This design comes from an exercise in tuning for small area, a short achievable clock period and few clock cycles per item on the open sky130 flow, not from production work. The RTL was checked by simulation tests, not by an equivalence proof against the original design.

Setup of before:
## Det
module Det (clock, reset, go, readAddress, writeAddress,
            WE, readbus, writebus, overflow, finished);
==> flow/config.mk <==
export PLATFORM = sky130hd
export DESIGN_NAME = Det
export DESIGN_NICKNAME = Det
export VERILOG_FILES = /design/flow/design.v
export SDC_FILE = /design/flow/constraint.sdc
export NUM_CORES = 4
export LEC_CHECK = 0
export CAP_MARGIN = 20
export CORE_MARGIN = 2
export CORE_UTILIZATION = 40
export SLEW_MARGIN = 20
export SYNTH_HIERARCHICAL = 1
==> flow/constraint.sdc <==
create_clock -name core_clock -period 15.0 [get_ports {clock}]
set_input_delay 3.0000 -clock core_clock [delete_from_list [all_inputs] [get_ports {clock}]]
set_output_delay 3.0000 -clock core_clock [all_outputs]
set_load 0.01 [all_outputs]
run.sh (not shown) runs the stock make flow with config.mk's settings and CLKGATE_MAP_FILE= SYNTH_SCRIPT=/design/flow/synth_recipe.tcl, a recipe that flattens the netlist after the stock synthesis.
before reached the end of the flow, and the finished layout is clean on the timing, DRC and antenna checks.
Testbench counts of before, summed over its fixed seeds: cycles 5,128, dets 320.
diff inputs: before => after
==> flow/flow/run.sh (new file) <==
#!/bin/bash
# Standard ORFS layout, with repair_timing aiming for extra setup slack
# (the clock period and constraints are the design's own).
set -euo pipefail
export SETUP_SLACK_MARGIN=${FLOW_SETUP_MARGIN:-8.5}
bash standard.sh > standard.log 2>&1
==> flow/standard.sh (new file) <==
#!/bin/bash
# synth_recipe.tcl (not shown) runs the flow's synth.tcl, then flattens the netlist and writes it again
# the make line also repeats each setting of config.mk as NAME=value (left out here)
make -C /OpenROAD-flow-scripts/flow DESIGN_CONFIG=/design/flow/config.mk WORK_HOME=/design/flow/orfs CLKGATE_MAP_FILE= SYNTH_SCRIPT=/design/flow/synth_recipe.tcl "${@:-finish}"
removed: flow/run.sh
==> comparison <==
| worst-case setup margin in the final layout | lower: before |
Compared to before, after has total number of vias about 2.4% higher.
before has higher final period utilization than after.
Compared with before, in after half-perimeter wire length of the detailed placement result did not really move; final-layout clock-cell area share flat.
Max worst endpoint data arrival time across before and after: before

========
Another version of the RTL of Det (not shown whole).
Size in the first run: roughly 2,500 cells after synthesis, ~180 flip-flops, about 84 I/O pins.
// Det
module Det (clock, reset, go, readAddress, writeAddress,
            WE, readbus, writebus, overflow, finished);
==> flow/config.mk <==
export PLATFORM = sky130hd
export DESIGN_NAME = Det
export DESIGN_NICKNAME = Det
export VERILOG_FILES = /design/flow/design.v
export SDC_FILE = /design/flow/constraint.sdc
export NUM_CORES = 4
export LEC_CHECK = 0
export CAP_MARGIN = 20
export CORE_MARGIN = 2
export CORE_UTILIZATION = 40
export SLEW_MARGIN = 20
export SYNTH_HIERARCHICAL = 1
==> flow/constraint.sdc <==
create_clock -name core_clock -period 15.0 [get_ports {clock}]
set_input_delay 3.0000 -clock core_clock [delete_from_list [all_inputs] [get_ports {clock}]]
set_output_delay 3.0000 -clock core_clock [all_outputs]
set_load 0.01 [all_outputs]
standard.sh (not shown) runs the stock make flow with config.mk's settings and CLKGATE_MAP_FILE= SYNTH_SCRIPT=/design/flow/synth_recipe.tcl, a recipe that flattens the netlist after the stock synthesis.
==> flow/flow/run.sh <==
#!/bin/bash
# Standard ORFS layout, with repair_timing aiming for extra setup slack
# (the clock period and constraints are the design's own).
set -euo pipefail
export SETUP_SLACK_MARGIN=${FLOW_SETUP_MARGIN:-9}
bash standard.sh > standard.log 2>&1
Testbench counts at the start, summed over its fixed seeds: cycles 5,128, dets 320.
Change:
==> flow/flow/run.sh (replaced) <==
#!/bin/bash
# Standard ORFS layout, with repair_timing aiming for extra setup slack
# (the clock period and constraints are the design's own) and the smallest
# buffer on each port.
set -euo pipefail
export SETUP_SLACK_MARGIN=${FLOW_SETUP_MARGIN:-9}
export BUFFER_PORTS_ARGS="-buffer_cell sky130_fd_sc_hd__buf_1"
bash standard.sh > standard.log 2>&1
--- a/flow/config.mk
+++ b/flow/config.mk
@@ -9,3 +9,3 @@
 export CORE_MARGIN = 2
-export CORE_UTILIZATION = 40
+export CORE_UTILIZATION = 65
 export SLEW_MARGIN = 20
After rerunning:
- routed wire length went down by 3.0%
- count of clock-buffer cells in the layout increases by 2
- utilization increases by 25 points
- die area fell by 38%
- critical path depth falls by 2
- final cell count came out lower by 9.4%
- worst setup slack gets better by 0.035 ns
- sequential share of layout area goes up by 0.32 points
- clock skew went up by 0.0031 ns
- global-route usage went up by 15 points
- maximum frequency went up by 0.61%

-- re-timing with driven ports --
The flow's constraints put no driver on any port. The routed layouts listed below were extracted and timed again, unchanged, in two steps. Step 1 assumes that a clkbuf_16 drives the clock port and a buf_2 every other input. Step 2 times the ports against the registers' clock, not the clock port: input delays grow and output delays shrink by t, the midpoint of the rising clock arrivals with the driver on. Three values: no drivers, after step 1, after step 2; two values: the first two.
| run | shift t [ns] | setup WS [ns] | hold slack, ns | worst register clock-pin slew, ns |
|---|---|---|---|---|
| before | 0.506 | 7.935 / 7.935 / 7.935 | 0.460 / 0.460 / 0.460 | 0.09 / 0.09 |
| after | 0.508 | 8.565 / 8.565 / 8.565 | 0.456 / 0.456 / 0.456 | 0.08 / 0.08 |
| the first run of note 2 | 0.544 | 9.144 / 9.144 / 8.722 | 0.424 / 0.424 / 0.424 | 0.09 / 0.09 |
| the second run of note 2 | 0.524 | 9.180 / 9.180 / 8.867 | 0.425 / 0.425 / 0.425 | 0.08 / 0.08 |
After both steps every run listed still meets setup and hold. For the first run of note 2, which loses most, drivers alone change the setup slack by 0.000 ns; drivers and shift together by -0.422 ns.
